This design comes from an exercise in tuning for small area on the open sky130 flow, not from production work.
Only simulation tests tie the RTL to the original design; equivalence was not proved.

`design/flow/constraint.sdc`:
```
create_clock -name core_clock -period 10.0 [get_ports {clk}]
set_input_delay 2.0000 -clock core_clock [delete_from_list [all_inputs] [get_ports {clk}]]
set_output_delay 2.0000 -clock core_clock [all_outputs]
set_load 0.01 [all_outputs]
```
`design/flow/flow/run.sh`:
```
#!/bin/bash
# The standard layout (standard.sh), with these changes:
#  - synthesis maps the logic with an area-oriented ABC script (flow/abc_map.script) in place
#    of ORFS's speed script, and skips ORFS's half/full-adder extraction (extract_fa), so ABC
#    maps those gates too; everything else in synthesis is the standard flow's own script (synth_recipe.tcl),
#    registers included,
#  - port buffers are the smallest buffer cell (sky130_fd_sc_hd__buf_1),
#  - CTS inserts no dummy loads.
# The whole make output goes to standard_flow.log; ORFS keeps each step's log under orfs/logs.
set -euo pipefail
W=$PWD
cat > $W/flow_synth.tcl <<EOT
proc abc {args} {
  set i [lsearch -exact \$args -script]
  if {\$i >= 0} { set args [lreplace \$args [expr {\$i+1}] [expr {\$i+1}] $W/flow/abc_map.script] }
  yosys abc {*}\$args
}
proc extract_fa {args} {}
source $W/synth_recipe.tcl
EOT
bash standard.sh "SYNTH_SCRIPT=$W/flow_synth.tcl" \
  "BUFFER_PORTS_ARGS=-buffer_cell sky130_fd_sc_hd__buf_1" \
  "CTS_ARGS=-sink_clustering_enable -repair_clock_nets -dont_use_dummy_load" \
  finish > standard_flow.log 2>&1
```
`design/flow/standard.sh`:
```
#!/bin/bash
# synth_recipe.tcl (not shown) runs the flow's synth.tcl, then flattens the netlist and writes it again
# the make line also repeats each setting of config.mk as NAME=value (left out here)
make -C /OpenROAD-flow-scripts/flow DESIGN_CONFIG=/design/flow/config.mk WORK_HOME=/design/flow/orfs CLKGATE_MAP_FILE= SYNTH_SCRIPT=/design/flow/synth_recipe.tcl "${@:-finish}"
```
`design/flow/design.v`:
```
module finalproject(clk,rst,keypad_row,keypad_col,dot_row,dot_col,seven_seg);
	input clk,rst;
	output [3:0] keypad_row;
	input [3:0] keypad_col;
	output [7:0] dot_row,dot_col;
	output [6:0] seven_seg;
	assign keypad_row = 4'b0000;
	reg [3:0] c10;		 
	reg [2:0] c5;		 
	reg [6:0] ph;		 
	reg [2:0] q;		 
	reg [7:0] r;		 
	reg [15:0] f;		 
	reg fp;			 
	wire [3:0] n_c10;
	wire [2:0] n_c5;
	wire [6:0] n_ph;
	wire [2:0] n_q;
	wire [7:0] n_r;
	wire [15:0] n_f;
	wire n_fp;
	fp_next nx(.rst(rst), .c10(c10), .c5(c5), .ph(ph), .q(q), .r(r), .f(f), .fp(fp),
		.n_c10(n_c10), .n_c5(n_c5), .n_ph(n_ph), .n_q(n_q), .n_r(n_r), .n_f(n_f), .n_fp(n_fp),
		.dot_row(dot_row), .dot_col(dot_col), .seven_seg(seven_seg));
	always @(posedge clk) begin
		c10 <= n_c10;
		c5 <= n_c5;
		ph <= n_ph;
		q <= n_q;
		r <= n_r;
		f <= n_f;
		fp <= n_fp;
	end
endmodule
module fp_next(rst, c10, c5, ph, q, r, f, fp,
	n_c10, n_c5, n_ph, n_q, n_r, n_f, n_fp, dot_row, dot_col, seven_seg);
	input rst;
	input [3:0] c10;
	input [2:0] c5;
	input [6:0] ph;
	input [2:0] q;
	input [7:0] r;
	input [15:0] f;
	input fp;
	output [3:0] n_c10;
	output [2:0] n_c5;
	output [6:0] n_ph;
	output [2:0] n_q;
	output [7:0] n_r;
	output [15:0] n_f;
	output n_fp;
	output [7:0] dot_row;
	output [7:0] dot_col;
	output [6:0] seven_seg;
	wire w0, w1, w2, w3, w4, w5, w6, w7, w8, w9, w10, w11, w12, w13, w14, w15, w16, w17, w18, w19, w20, w21, w22, w23, w24, w25, w26, w27, w28, w29, w30, w31, w32, w33, w34, w35, w36, w37, w38, w39, w40, w41, w42, w43, w44, w45, w46, w47, w48, w49, w50, w51, w52, w53, w54, w55, w56, w57, w58, w59, w60, w61, w62, w63, w64, w65, w66, w67, w68, w69, w70, w71, w72, w73, w74, w75, w76, w77, w78, w79, w80, w81, w82, w83, w84, w85, w86, w87, w88, w89, w90, w91, w92, w93, w94, w95, w96, w97, w98, w99, w100, w101, w102, w103, w104, w105, w106, w107, w108, w109, w110, w111, w112, w113, w114, w115, w116, w117, w118, w119, w120, w121, w122, w123, w124, w125, w126, w127, w128, w129, w130, w131, w132, w133, w134, w135, w136, w137, w138, w139, w140, w141, w142, w143, w144, w145, w146, w147, w148, w149, w150, w151, w152, w153, w154, w155, w156, w157, w158, w159, w160, w161, w162, w163, w164, w165, w166, w167, w168, w169, w170, w171, w172, w173, w174, w175, w176, w177, w178, w179, w180, w181, w182, w183, w184, w185, w186, w187, w188, w189, w190, w191, w192, w193, w194, w195, w196, w197, w198, w199, w200, w201, w202, w203, w204, w205, w206, w207, w208, w209, w210, w211, w212, w213, w214, w215, w216, w217, w218, w219, w220, w221, w222, w223, w224, w225, w226, w227, w228, w229, w230, w231, w232, w233, w234, w235, w236, w237, w238, w239, w240, w241, w242, w243, w244, w245, w246, w247, w248, w249, w250, w251, w252, w253, w254, w255, w256, w257, w258, w259, w260, w261, w262, w263, w264, w265, w266, w267, w268, w269, w270, w271, w272, w273, w274, w275, w276, w277, w278, w279, w280, w281, w282, w283, w284, w285, w286, w287, w288, w289, w290, w291, w292, w293, w294, w295, w296, w297, w298, w299, w300, w301, w302, w303, w304, w305, w306, w307, w308, w309, w310, w311, w312, w313, w314, w315, w316, w317, w318, w319, w320, w321, w322, w323, w324, w325, w326, w327, w328, w329, w330, w331, w332, w333, w334, w335, w336, w337, w338, w339, w340, w341, w342, w343, w344, w345, w346, w347, w348, w349, w350, w351, w352, w353, w354, w355, w356, w357, w358, w359, w360, w361, w362, w363, w364, w365, w366, w367, w368, w369, w370, w371, w372, w373, w374, w375, w376, w377, w378, w379, w380, w381, w382, w383, w384, w385, w386, w387, w388, w389, w390, w391, w392, w393, w394, w395, w396, w397, w398, w399, w400, w401, w402, w403, w404, w405, w406, w407, w408, w409, w410, w411, w412, w413, w414, w415, w416, w417, w418, w419, w420, w421, w422, w423, w424, w425, w426, w427, w428, w429, w430, w431, w432, w433, w434, w435, w436, w437, w438, w439, w440, w441, w442, w443, w444, w445, w446, w447, w448, w449, w450, w451, w452, w453, w454, w455, w456, w457, w458, w459, w460, w461, w462, w463, w464, w465, w466, w467, w468, w469;
	assign n_c10[0] = rst & ~c10[0];
	assign w0 = c10[0] & c10[1];
	assign w1 = ~c10[2] & ~w0;
	assign w2 = c10[0] & c10[3];
	assign w3 = w1 & w2;
	assign w4 = rst & ~w3;
	assign w5 = ~c10[0] & ~c10[1];
	assign w6 = ~w0 & ~w5;
	assign n_c10[1] = w4 & w6;
	assign w7 = c10[2] & w0;
	assign w8 = rst & ~w1;
	assign n_c10[2] = ~w7 & w8;
	assign w9 = ~c10[3] & ~w7;
	assign w10 = c10[3] & w7;
	assign w11 = ~w9 & ~w10;
	assign n_c10[3] = w4 & w11;
	assign w12 = c5[0] & ~c5[1];
	assign w13 = c5[2] & w12;
	assign w14 = c10[2] & ~c10[3];
	assign w15 = w5 & w14;
	assign w16 = c5[0] & w15;
	assign w17 = ~c5[0] & ~w15;
	assign w18 = ~w16 & ~w17;
	assign w19 = ~w13 & ~w18;
	assign n_c5[0] = rst & ~w19;
	assign w20 = ~c5[2] & w16;
	assign w21 = ~c5[1] & ~w20;
	assign w22 = c5[1] & w16;
	assign w23 = rst & ~w22;
	assign n_c5[1] = ~w21 & w23;
	assign w24 = c5[1] & w20;
	assign w25 = rst & w24;
	assign w26 = rst & c5[2];
	assign w27 = ~w16 & w26;
	assign n_c5[2] = ~(~w25 & ~w27);
	assign w28 = ~ph[0] & ~w24;
	assign w29 = ph[0] & w24;
	assign w30 = rst & ~w29;
	assign n_ph[0] = ~w28 & w30;
	assign w31 = ph[1] & w29;
	assign w32 = ~ph[1] & ~w29;
	assign w33 = ~w31 & ~w32;
	assign n_ph[1] = ~(rst & ~w33);
	assign w34 = ~ph[2] & ~ph[3];
	assign w35 = ~ph[4] & w34;
	assign w36 = ph[5] & ph[6];
	assign w37 = w35 & w36;
	assign w38 = w31 & w37;
	assign w39 = rst & ~w38;
	assign w40 = ph[2] & w31;
	assign w41 = ~ph[2] & ~w31;
	assign w42 = ~w40 & ~w41;
	assign n_ph[2] = w39 & w42;
	assign w43 = ph[3] & w40;
	assign w44 = ~ph[3] & ~w40;
	assign w45 = rst & ~w44;
	assign n_ph[3] = ~w43 & w45;
	assign w46 = ph[4] & w43;
	assign w47 = ~ph[4] & ~w43;
	assign w48 = ~w46 & ~w47;
	assign n_ph[4] = ~(rst & ~w48);
	assign w49 = ph[5] & w46;
	assign w50 = ~ph[5] & ~w46;
	assign w51 = ~w38 & ~w50;
	assign w52 = ~w49 & w51;
	assign n_ph[5] = ~(rst & ~w52);
	assign w53 = ~ph[6] & ~w49;
	assign w54 = ph[6] & w49;
	assign w55 = w39 & ~w54;
	assign n_ph[6] = ~w53 & w55;
	assign w56 = q[0] & w15;
	assign w57 = ~q[0] & ~w15;
	assign w58 = ~w56 & ~w57;
	assign n_q[0] = ~(rst & ~w58);
	assign w59 = ~q[1] & ~w56;
	assign w60 = q[1] & w56;
	assign w61 = ~w59 & ~w60;
	assign n_q[1] = ~(rst & ~w61);
	assign w62 = ~q[2] & ~w60;
	assign w63 = q[0] & q[1];
	assign w64 = q[2] & w63;
	assign w65 = w15 & w64;
	assign w66 = ~w62 & ~w65;
	assign n_q[2] = ~(rst & ~w66);
	assign w67 = ~ph[0] & ~ph[1];
	assign w68 = ~ph[5] & ~ph[6];
	assign w69 = w67 & w68;
	assign w70 = w13 & w69;
	assign w71 = w35 & w70;
	assign w72 = w3 & w71;
	assign w73 = rst & ~w72;
	assign w74 = ~r[0] & w73;
	assign w75 = rst & w72;
	assign w76 = ~r[3] & ~r[7];
	assign w77 = r[3] & r[7];
	assign w78 = ~w76 & ~w77;
	assign w79 = r[4] & ~r[5];
	assign w80 = ~r[4] & r[5];
	assign w81 = ~w79 & ~w80;
	assign w82 = ~w78 & ~w81;
	assign w83 = w78 & w81;
	assign w84 = ~w82 & ~w83;
	assign w85 = w75 & w84;
	assign n_r[0] = ~w74 & ~w85;
	assign w86 = r[1] & w73;
	assign w87 = r[0] & w75;
	assign n_r[1] = ~(~w86 & ~w87);
	assign w88 = r[2] & w73;
	assign w89 = r[1] & w75;
	assign n_r[2] = ~(~w88 & ~w89);
	assign w90 = r[3] & w73;
	assign w91 = r[2] & w75;
	assign n_r[3] = ~(~w90 & ~w91);
	assign w92 = r[4] & w73;
	assign w93 = r[3] & w75;
	assign n_r[4] = ~(~w92 & ~w93);
	assign w94 = r[5] & w73;
	assign w95 = r[4] & w75;
	assign n_r[5] = ~(~w94 & ~w95);
	assign w96 = r[6] & w73;
	assign w97 = r[5] & w75;
	assign n_r[6] = ~(~w96 & ~w97);
	assign w98 = r[7] & w73;
	assign w99 = r[6] & w75;
	assign n_r[7] = ~(~w98 & ~w99);
	assign w100 = r[0] & r[6];
	assign w101 = ~r[0] & ~r[6];
	assign w102 = ~w100 & ~w101;
	assign w103 = ~w81 & ~w102;
	assign w104 = w81 & w102;
	assign w105 = ~w103 & ~w104;
	assign w106 = r[2] & r[6];
	assign w107 = ~r[2] & ~r[6];
	assign w108 = ~w106 & ~w107;
	assign w109 = ~r[7] & w108;
	assign w110 = ~w105 & w109;
	assign w111 = r[1] & r[5];
	assign w112 = ~r[1] & ~r[5];
	assign w113 = ~w111 & ~w112;
	assign w114 = r[2] & r[4];
	assign w115 = ~r[2] & ~r[4];
	assign w116 = ~w114 & ~w115;
	assign w117 = w113 & ~w116;
	assign w118 = ~w113 & w116;
	assign w119 = ~w117 & ~w118;
	assign w120 = ~r[6] & ~w113;
	assign w121 = r[6] & w113;
	assign w122 = ~w120 & ~w121;
	assign w123 = ~w105 & w122;
	assign w124 = r[7] & ~w108;
	assign w125 = ~w109 & ~w124;
	assign w126 = w123 & ~w125;
	assign w127 = w108 & ~w123;
	assign w128 = r[7] & ~w127;
	assign w129 = ~w126 & w128;
	assign w130 = w105 & ~w122;
	assign w131 = ~w123 & ~w130;
	assign w132 = r[3] & ~w131;
	assign w133 = ~r[3] & w131;
	assign w134 = ~w132 & ~w133;
	assign w135 = r[6] & ~w134;
	assign w136 = ~w105 & w125;
	assign w137 = w124 & w130;
	assign w138 = ~w136 & ~w137;
	assign w139 = r[6] & ~w138;
	assign w140 = w135 & ~w139;
	assign w141 = ~w135 & w139;
	assign w142 = ~w140 & ~w141;
	assign w143 = w129 & w142;
	assign w144 = ~w129 & ~w142;
	assign w145 = ~w143 & ~w144;
	assign w146 = ~w119 & ~w145;
	assign w147 = w110 & w146;
	assign w148 = ~w100 & ~w132;
	assign w149 = w105 & ~w125;
	assign w150 = ~w136 & ~w149;
	assign w151 = r[2] & r[7];
	assign w152 = ~w150 & w151;
	assign w153 = ~w148 & w152;
	assign w154 = w134 & w150;
	assign w155 = ~r[2] & w154;
	assign w156 = w76 & w120;
	assign w157 = ~w155 & ~w156;
	assign w158 = ~r[0] & w105;
	assign w159 = ~w157 & w158;
	assign w160 = ~w153 & ~w159;
	assign w161 = ~w147 & w160;
	assign w162 = ~r[4] & ~w161;
	assign w163 = r[7] & ~w105;
	assign w164 = ~r[3] & w114;
	assign w165 = w163 & w164;
	assign w166 = r[4] & ~r[7];
	assign w167 = ~r[0] & r[2];
	assign w168 = w166 & w167;
	assign w169 = r[3] & ~fp;
	assign w170 = w168 & w169;
	assign w171 = ~w165 & ~w170;
	assign w172 = w154 & ~w171;
	assign w173 = ~r[0] & w110;
	assign w174 = w132 & w173;
	assign w175 = r[0] & ~r[2];
	assign w176 = fp & w175;
	assign w177 = r[0] & r[2];
	assign w178 = r[3] & ~r[4];
	assign w179 = w177 & w178;
	assign w180 = ~r[3] & r[4];
	assign w181 = ~r[0] & ~r[2];
	assign w182 = w180 & w181;
	assign w183 = ~w179 & ~w182;
	assign w184 = w122 & w136;
	assign w185 = ~w183 & w184;
	assign w186 = ~w176 & ~w185;
	assign w187 = ~w174 & w186;
	assign w188 = ~w172 & w187;
	assign w189 = ~w162 & w188;
	assign w190 = fp & ~w155;
	assign w191 = r[3] & r[4];
	assign w192 = r[3] & r[5];
	assign w193 = ~w180 & ~w192;
	assign w194 = w106 & ~w193;
	assign w195 = ~w106 & w193;
	assign w196 = ~w194 & ~w195;
	assign w197 = w191 & ~w196;
	assign w198 = r[3] & ~w197;
	assign w199 = w125 & w167;
	assign w200 = w198 & w199;
	assign w201 = ~r[7] & ~fp;
	assign w202 = w105 & w201;
	assign w203 = ~w163 & ~w202;
	assign w204 = r[0] & ~r[3];
	assign w205 = ~w108 & w204;
	assign w206 = ~w203 & w205;
	assign w207 = w136 & w168;
	assign w208 = w110 & w179;
	assign w209 = ~w207 & ~w208;
	assign w210 = ~w206 & w209;
	assign w211 = ~w200 & w210;
	assign w212 = w134 & ~w211;
	assign w213 = ~w105 & ~w134;
	assign w214 = w166 & w175;
	assign w215 = w150 & w214;
	assign w216 = ~w213 & w215;
	assign w217 = w168 & w192;
	assign w218 = ~w122 & w217;
	assign w219 = ~w216 & ~w218;
	assign w220 = ~w212 & w219;
	assign w221 = ~w190 & w220;
	assign w222 = ~w189 & w221;
	assign w223 = ~ph[1] & ~w222;
	assign w224 = ph[1] & w222;
	assign w225 = ~w223 & ~w224;
	assign w226 = ~w189 & ~w221;
	assign w227 = ph[2] & ~w226;
	assign w228 = ~ph[2] & ~w221;
	assign w229 = r[4] & ~w150;
	assign w230 = w115 & w134;
	assign w231 = ~w229 & ~w230;
	assign w232 = fp & ~w231;
	assign w233 = ph[4] & ph[5];
	assign w234 = w232 & ~w233;
	assign w235 = ~ph[4] & ~ph[5];
	assign w236 = ~w232 & ~w235;
	assign w237 = ~ph[3] & ~ph[6];
	assign w238 = w29 & w237;
	assign w239 = ~w236 & w238;
	assign w240 = ~w234 & w239;
	assign w241 = ~w228 & w240;
	assign w242 = ~w227 & w241;
	assign w243 = ~w225 & w242;
	assign w244 = w129 & w135;
	assign w245 = r[7] & ~w122;
	assign w246 = w136 & w245;
	assign w247 = ~w244 & ~w246;
	assign w248 = r[7] & ~w134;
	assign w249 = ~r[7] & w122;
	assign w250 = ~w245 & ~w249;
	assign w251 = w105 & ~w250;
	assign w252 = ~w136 & ~w251;
	assign w253 = ~w248 & w252;
	assign w254 = w248 & ~w252;
	assign w255 = ~w253 & ~w254;
	assign w256 = ~w247 & w255;
	assign w257 = w139 & w145;
	assign w258 = ~w256 & ~w257;
	assign w259 = ~w105 & ~w248;
	assign w260 = ~w149 & ~w259;
	assign w261 = ~w250 & ~w260;
	assign w262 = w258 & ~w261;
	assign w263 = ~w258 & w261;
	assign w264 = ~w262 & ~w263;
	assign w265 = ~w128 & w136;
	assign w266 = w134 & ~w265;
	assign w267 = ~w184 & ~w245;
	assign w268 = ~w213 & ~w267;
	assign w269 = ~w266 & w268;
	assign w270 = w213 & w267;
	assign w271 = ~w269 & ~w270;
	assign w272 = w264 & ~w271;
	assign w273 = ~w264 & w271;
	assign w274 = ~w272 & ~w273;
	assign w275 = w243 & ~w274;
	assign w276 = w247 & ~w255;
	assign w277 = w258 & ~w276;
	assign w278 = w119 & w145;
	assign w279 = ~w277 & w278;
	assign w280 = w275 & w279;
	assign w281 = r[1] & r[6];
	assign w282 = w191 & w192;
	assign w283 = ~r[5] & ~w191;
	assign w284 = r[2] & ~w283;
	assign w285 = ~w282 & w284;
	assign w286 = w281 & w285;
	assign w287 = w114 & w192;
	assign w288 = ~w286 & ~w287;
	assign w289 = ~w196 & w288;
	assign w290 = w196 & ~w288;
	assign w291 = ~r[3] & ~w114;
	assign w292 = w111 & ~w291;
	assign w293 = ~w281 & ~w285;
	assign w294 = ~w286 & ~w293;
	assign w295 = w292 & w294;
	assign w296 = ~w290 & ~w295;
	assign w297 = ~w289 & w296;
	assign w298 = ~w292 & ~w294;
	assign w299 = ~w295 & ~w298;
	assign w300 = ~r[7] & ~w299;
	assign w301 = ~w297 & w300;
	assign w302 = ~r[6] & ~w197;
	assign w303 = r[6] & ~w198;
	assign w304 = ~w302 & ~w303;
	assign w305 = ~w81 & ~w291;
	assign w306 = w106 & ~w305;
	assign w307 = r[5] & w180;
	assign w308 = ~w106 & ~w307;
	assign w309 = ~w306 & ~w308;
	assign w310 = w304 & ~w309;
	assign w311 = ~w304 & w309;
	assign w312 = ~w310 & ~w311;
	assign w313 = w296 & ~w312;
	assign w314 = ~w296 & w312;
	assign w315 = ~w313 & ~w314;
	assign w316 = w24 & w315;
	assign w317 = w301 & w316;
	assign w318 = ~f[0] & ~w317;
	assign w319 = rst & ~w318;
	assign n_f[0] = ~w280 & w319;
	assign w320 = w119 & ~w145;
	assign w321 = ~w277 & w320;
	assign w322 = w275 & w321;
	assign w323 = ~r[7] & w299;
	assign w324 = ~w297 & w323;
	assign w325 = w316 & w324;
	assign w326 = ~f[1] & ~w325;
	assign w327 = rst & ~w326;
	assign n_f[1] = ~w322 & w327;
	assign w328 = ~w119 & w145;
	assign w329 = ~w277 & w328;
	assign w330 = w275 & w329;
	assign w331 = r[7] & ~w297;
	assign w332 = ~w299 & w331;
	assign w333 = w315 & w332;
	assign w334 = w24 & w333;
	assign w335 = ~f[2] & ~w334;
	assign w336 = rst & ~w335;
	assign n_f[2] = ~w330 & w336;
	assign w337 = w146 & ~w277;
	assign w338 = w275 & w337;
	assign w339 = w299 & w331;
	assign w340 = w316 & w339;
	assign w341 = ~f[3] & ~w340;
	assign w342 = rst & ~w341;
	assign n_f[3] = ~w338 & w342;
	assign w343 = w277 & w278;
	assign w344 = w275 & w343;
	assign w345 = w297 & w300;
	assign w346 = w24 & w345;
	assign w347 = w312 & w346;
	assign w348 = ~f[4] & ~w347;
	assign w349 = rst & ~w348;
	assign n_f[4] = ~w344 & w349;
	assign w350 = w277 & w320;
	assign w351 = w275 & w350;
	assign w352 = w297 & w323;
	assign w353 = w316 & w352;
	assign w354 = ~f[5] & ~w353;
	assign w355 = rst & ~w354;
	assign n_f[5] = ~w351 & w355;
	assign w356 = w277 & w328;
	assign w357 = w275 & w356;
	assign w358 = r[7] & w297;
	assign w359 = ~w299 & w358;
	assign w360 = w316 & w359;
	assign w361 = ~f[6] & ~w360;
	assign w362 = rst & ~w361;
	assign n_f[6] = ~w357 & w362;
	assign w363 = w146 & w277;
	assign w364 = w275 & w363;
	assign w365 = rst & f[7];
	assign w366 = w299 & w358;
	assign w367 = w25 & w366;
	assign w368 = w315 & w367;
	assign w369 = ~w365 & ~w368;
	assign n_f[7] = ~w364 & ~w369;
	assign w370 = w25 & ~w315;
	assign w371 = w301 & w370;
	assign w372 = rst & f[8];
	assign w373 = ~w371 & ~w372;
	assign w374 = w243 & w274;
	assign w375 = w279 & w374;
	assign n_f[8] = ~w373 & ~w375;
	assign w376 = w324 & w370;
	assign w377 = rst & f[9];
	assign w378 = ~w376 & ~w377;
	assign w379 = w321 & w374;
	assign n_f[9] = ~w378 & ~w379;
	assign w380 = w329 & w374;
	assign w381 = rst & f[10];
	assign w382 = ~w315 & w332;
	assign w383 = w25 & w382;
	assign w384 = ~w381 & ~w383;
	assign n_f[10] = ~w380 & ~w384;
	assign w385 = w337 & w374;
	assign w386 = ~w315 & w339;
	assign w387 = w24 & w386;
	assign w388 = ~f[11] & ~w387;
	assign w389 = rst & ~w388;
	assign n_f[11] = ~w385 & w389;
	assign w390 = w343 & w374;
	assign w391 = ~w312 & w346;
	assign w392 = ~f[12] & ~w391;
	assign w393 = rst & ~w392;
	assign n_f[12] = ~w390 & w393;
	assign w394 = w350 & w374;
	assign w395 = ~w312 & w352;
	assign w396 = w24 & w395;
	assign w397 = ~f[13] & ~w396;
	assign w398 = rst & ~w397;
	assign n_f[13] = ~w394 & w398;
	assign w399 = w359 & w370;
	assign w400 = rst & f[14];
	assign w401 = ~w399 & ~w400;
	assign w402 = w356 & w374;
	assign n_f[14] = ~w401 & ~w402;
	assign w403 = w366 & w370;
	assign w404 = rst & f[15];
	assign w405 = ~w403 & ~w404;
	assign w406 = w363 & w374;
	assign n_f[15] = ~w405 & ~w406;
	assign w407 = ph[2] & ~w231;
	assign w408 = w243 & w407;
	assign w409 = fp & ~w408;
	assign n_fp = ~(rst & ~w409);
	assign w410 = ~c5[0] & ~c5[1];
	assign w411 = ~c5[2] & w410;
	assign dot_row[0] = ~w64 & ~w411;
	assign w412 = ~q[0] & q[1];
	assign w413 = q[2] & w412;
	assign dot_row[1] = ~w411 & ~w413;
	assign w414 = q[0] & ~q[1];
	assign w415 = q[2] & w414;
	assign dot_row[2] = ~w411 & ~w415;
	assign w416 = ~q[0] & ~q[1];
	assign w417 = q[2] & w416;
	assign dot_row[3] = ~w411 & ~w417;
	assign w418 = ~q[2] & w63;
	assign dot_row[4] = ~w411 & ~w418;
	assign w419 = ~q[2] & w412;
	assign dot_row[5] = ~w411 & ~w419;
	assign w420 = ~q[2] & w414;
	assign dot_row[6] = ~w411 & ~w420;
	assign w421 = ~q[2] & w416;
	assign dot_row[7] = ~w411 & ~w421;
	assign w422 = q[1] & ~f[7];
	assign w423 = ~q[1] & ~f[8];
	assign w424 = q[2] & ~w423;
	assign w425 = ~w422 & w424;
	assign w426 = q[1] & ~f[9];
	assign w427 = ~q[1] & ~f[12];
	assign w428 = ~q[2] & ~w427;
	assign w429 = ~w426 & w428;
	assign dot_col[0] = ~(~w425 & ~w429);
	assign w430 = q[1] & ~f[4];
	assign w431 = ~q[1] & ~f[5];
	assign w432 = q[2] & ~w431;
	assign w433 = ~w430 & w432;
	assign w434 = q[1] & ~f[6];
	assign w435 = ~q[1] & ~f[13];
	assign w436 = ~q[2] & ~w435;
	assign w437 = ~w434 & w436;
	assign dot_col[2] = ~(~w433 & ~w437);
	assign w438 = q[1] & ~f[1];
	assign w439 = ~q[1] & ~f[2];
	assign w440 = q[2] & ~w439;
	assign w441 = ~w438 & w440;
	assign w442 = q[1] & ~f[3];
	assign w443 = ~q[1] & ~f[14];
	assign w444 = ~q[2] & ~w443;
	assign w445 = ~w442 & w444;
	assign dot_col[4] = ~(~w441 & ~w445);
	assign w446 = q[1] & ~f[0];
	assign w447 = ~q[1] & ~f[10];
	assign w448 = q[2] & ~w447;
	assign w449 = ~w446 & w448;
	assign w450 = q[1] & ~f[11];
	assign w451 = ~q[1] & ~f[15];
	assign w452 = ~q[2] & ~w451;
	assign w453 = ~w450 & w452;
	assign dot_col[6] = ~(~w449 & ~w453);
	assign w454 = ~w324 & ~w345;
	assign w455 = w315 & ~w454;
	assign w456 = ~w386 & ~w395;
	assign seven_seg[0] = ~(~w455 & w456);
	assign w457 = ~w366 & ~w382;
	assign seven_seg[3] = ~(~w455 & w457);
	assign w458 = w297 & w312;
	assign w459 = ~seven_seg[3] & w458;
	assign w460 = w297 & ~w312;
	assign w461 = ~w323 & w460;
	assign w462 = ~w386 & ~w461;
	assign seven_seg[1] = ~(~w459 & w462);
	assign seven_seg[2] = ~(~w333 & ~w461);
	assign w463 = ~w299 & ~w345;
	assign w464 = w315 & ~w463;
	assign seven_seg[4] = ~(~w324 & ~w464);
	assign w465 = w297 & ~w366;
	assign w466 = w315 & ~w465;
	assign w467 = ~w300 & w466;
	assign seven_seg[5] = ~(~w395 & ~w467);
	assign w468 = ~w331 & w466;
	assign w469 = w300 & w460;
	assign seven_seg[6] = ~(~w468 & ~w469);
	assign dot_col[1] = dot_col[0];
	assign dot_col[3] = dot_col[2];
	assign dot_col[5] = dot_col[4];
	assign dot_col[7] = dot_col[6];
endmodule
```
`design/flow/config.mk`:
```
export PLATFORM = sky130hd
export DESIGN_NAME = finalproject
export DESIGN_NICKNAME = finalproject
export VERILOG_FILES = /design/flow/design.v
export SDC_FILE = /design/flow/constraint.sdc
export NUM_CORES = 4
export LEC_CHECK = 0
export CAP_MARGIN = 20
export CORE_MARGIN = 2
export CORE_UTILIZATION = 40
export PLACE_DENSITY = 0.6
export SLEW_MARGIN = 20
```
`design/flow/flow/abc_map.script`:
```
strash
dch -f
amap
topo
```
==> metrics.cfg <==
[status]
outcome = finished clean

[logic_synthesis]
yosys.area.top_type = dfxtp_1
synth_cell_types = 35
syn-instance-count = 389
synth_area_leaders = dfxtp_1, nor2_1, clkinv_1, nand2_1, o21ai_0
synth_most_common_cell = nor2_1
synth_enable_flop_cells = 0
async_reset_ff_share_pct = 0
synth_area_um2 = 2621
ys_ff_latch = 42
synthTopCellsByCount = nor2_1, clkinv_1, dfxtp_1, nand2_1, o21ai_0
synth_top_cell_area_share_pct = 32.08
synth_ff_type = dfxtp_1
yosysSeqAreaShare_pct = 32.08
yosysWarningCount = 1
avgSynthCellArea_um2 = 6.738

[placed_design]
dp_hpwl_um = 5517
port_buffers = 24
dpl_worst_slack_ns = 4.063
place_congestion = 0.9474

[clock_tree]
h-tree-depth = 2
clk_pin_slew_ns = 0.07
postCtsHoldBufs = 0
cts_tree = yes
clock_latency_ns = 0.30
cts-root-buf = clkbuf_8
cts_buffer_depth = 2
ctsResizeCount = 0
numCtsBuffers = 5
cts.sinks = 42
cts_setup_buffers = 0

[worst_setup_path]
start_kind = flop
worst_path_max_delay_cell = a21oi_1
critPathCaptureType = output pin
cp_max_fo = 10
path_class = flop to output pin
critPathMostFrequentCell = nor2_1
worstPathArrival_ns = 4.31
crit_chain = clkinv_1, nor2_1, nor2_1, nand2_1, o21ai_0, nor3_1, nor2_1, o22ai_1, nor2_1, a21oi_1, nor2_1, a21oi_1, clkinv_1, nor2_1, a31oi_1, o31ai_1, buf_1
worstPathRequired_ns = 8.00
slowest_delay_ns = 0.51
crit_buf_inv = 3
critPathTopFamily = compound AO/OA/AOI/OAI gates

[detailed_routing]
viasPerCell = 5.909
ant_nets = 0
wl_per_cell_um = 14.80
drt_pass1_iterations = 4
wirelength_um = 7280
drtIter0Drc = 156
vias = 2907
drc = 0

[sta]
hold-worst-slack_ns = 0.4415
max-slew-margin-rel_pct = 50.75
fmax_ghz = 0.1585
hold_violations = 0
finalWorstSetupSlack_ns = 3.692
drv_slew = 0
worst_slew_pin_slew_ns = 0.7331
fin_crit_ns = 6.308
min_period_over_period_pct = 63.08
skew_ns = 0.02208
finalSetupViolCount = 0
setup_tns_ns = 0
rsz0062_at_grt = false

[global_route]
grt.total_usage_pct = 21.46
antenna_found_initial = 0
overflow = 0
first_global_vias = 2586
grt_max_degree = 24
grt_pass1_wl_um = 12720

[final_layout]
drive_gt1_share_pct = 1.687
antenna_cells = 0
final_core_util_pct = 44.77
area_growth_pct = 8.449
nets = 423

[pwr]
p_leak_nw = 0.8860
pwr_density_cell_nw_per_um2 = 100.7
vdd_drop_max_v = 0.00005018
totalPowerFinal_w = 0.0002862

[die]
initial_core_util_pct = 41.28
row_count = 29
io_pins = 33
coreArea_um2 = 6350
die_w_um = 84.95
die_h_um = 84.95
dieArea_um2 = 7217

[hold_path]
hold_path.class = flop to flop

[job]
maxCapViolations = 0

## metrics by stage
step	cells	area [um^2]
after floorplan	392	2633
after global placement	487	2774
after detailed placement	487	2774
after CTS	492	2843
after global routing	492	2843
final	492	2843
## worst register-to-register path: cells and delay by family, from the launching register on
kind | cells | cell delay [ns]
AOI/OAI and AO/OA | 10 | 2.36
buffers and inverters | 6 | 1.24
and+or+nand+nor | 7 | 1.37
DFF | 1 | 0.53
## state kept, by name, indices dropped and copies added, names as in the netlist
name	cells
fp	1
f	16
r	8
c10	4
c5	3
q	3
ph	7
## report_power, final
part	internal [W]	switching, W
combinational	0.00000424	0.0000101
sequential	0.000169	0.00000235
clock	0.0000451	0.0000558
total	0.000218	0.0000682
## cells in the final DEF, fill, tap and decap left out, types with 3 or more instances in the layout
| master | Yosys | final |
|---|---|---|
| o21a_1 | 3 | 3 |
| clkinv_1 | 50 | 50 |
| a22oi_1 | 3 | 3 |
| o31ai_1 | 5 | 5 |
| o22ai_1 | 17 | 17 |
| nor3_1 | 22 | 22 |
| a21oi_1 | 25 | 25 |
| nand3_1 | 13 | 13 |
| nor4_1 | 4 | 4 |
| dfxtp_1 | 42 | 42 |
| o221a_1 | 9 | 9 |
| nand2_1 | 41 | 41 |
| conb_1 | 1 | 4 |
| o221ai_1 | 5 | 5 |
| nor2_1 | 66 | 66 |
| a31oi_1 | 17 | 17 |
| clkbuf_8 | 0 | 5 |
| or2_0 | 3 | 3 |
| or3_1 | 6 | 6 |
| buf_1 | 0 | 24 |
| o21ai_0 | 27 | 27 |
## layout make-up
type	count	area, um^2
inverter	50	187.7
clock buffer	5	68.82
sequential	42	840.8
tap	77	96.34
fill	638	3507
timing repair buffer	26	105.1
multi-input combinational	292	1544
## worst paths after layout
check / from / depth (start not counted) / slack (ns) / to
max: r[3]$_DFF_P_ / 17 / 3.69 / seven_seg[1]
min: c10[0]$_DFF_P_ / 1 / 0.44 / c10[0]$_DFF_P_
max reg2reg: r[6]$_DFF_P_ / 23 / 4.45 / f[12]$_DFF_P_
min reg2reg: c10[0]$_DFF_P_ / 1 / 0.44 / c10[0]$_DFF_P_
## cells by family after synthesis
| family | share of synthesized area (%) |
|---|---|
| AO/OA/AOI/OAI | 30.88 |
| XOR/XNOR | 0.3342 |
| AND/OR/NAND/NOR | 27.11 |
| other | 0.1431 |
| buffers and inverters | 9.451 |
| flip-flops | 32.08 |
## routing by layer
| layer | up-vias | part of all wire (%) | GRT usage, % |
|---|---|---|---|
| met4 | 0 | 2.7 | 8.658 |
| met5 | - | 0 | 0 |
| met2 | 120 | 45 | 32.88 |
| met1 | 1309 | 46 | 30.11 |
| met3 | 17 | 6.3 | 3.405 |
| li1 | 1461 | - | - |

[what the ideal ports hide]
The flow's constraints put no driver on any port. The routed layout listed below was extracted and timed again, unchanged, in two steps.
Step 1: set_driving_cell puts a clkbuf_16 on clk and a buf_2 on each other input, an assumption about the parent block.
Step 2 moves the port delays by t, midway between the first and last clock arrival at a register: inputs arrive t later, outputs are due t later. That takes back most of the time a late clock gives input paths.
Three values: ideal, step 1, step 2; two values: the first two.
shift t [ns]: 0.322
setup WS [ns]: 3.692 / 3.662 / 3.984
hold slack, ns: 0.441 / 0.441 / 0.441
worst slew at a driven data input, ns: 0.03
pins driven straight from the clock port: 1
After both steps this run still meets setup and hold. The setup slack of this run moves by -0.030 ns with the drivers and by +0.292 ns with both steps.
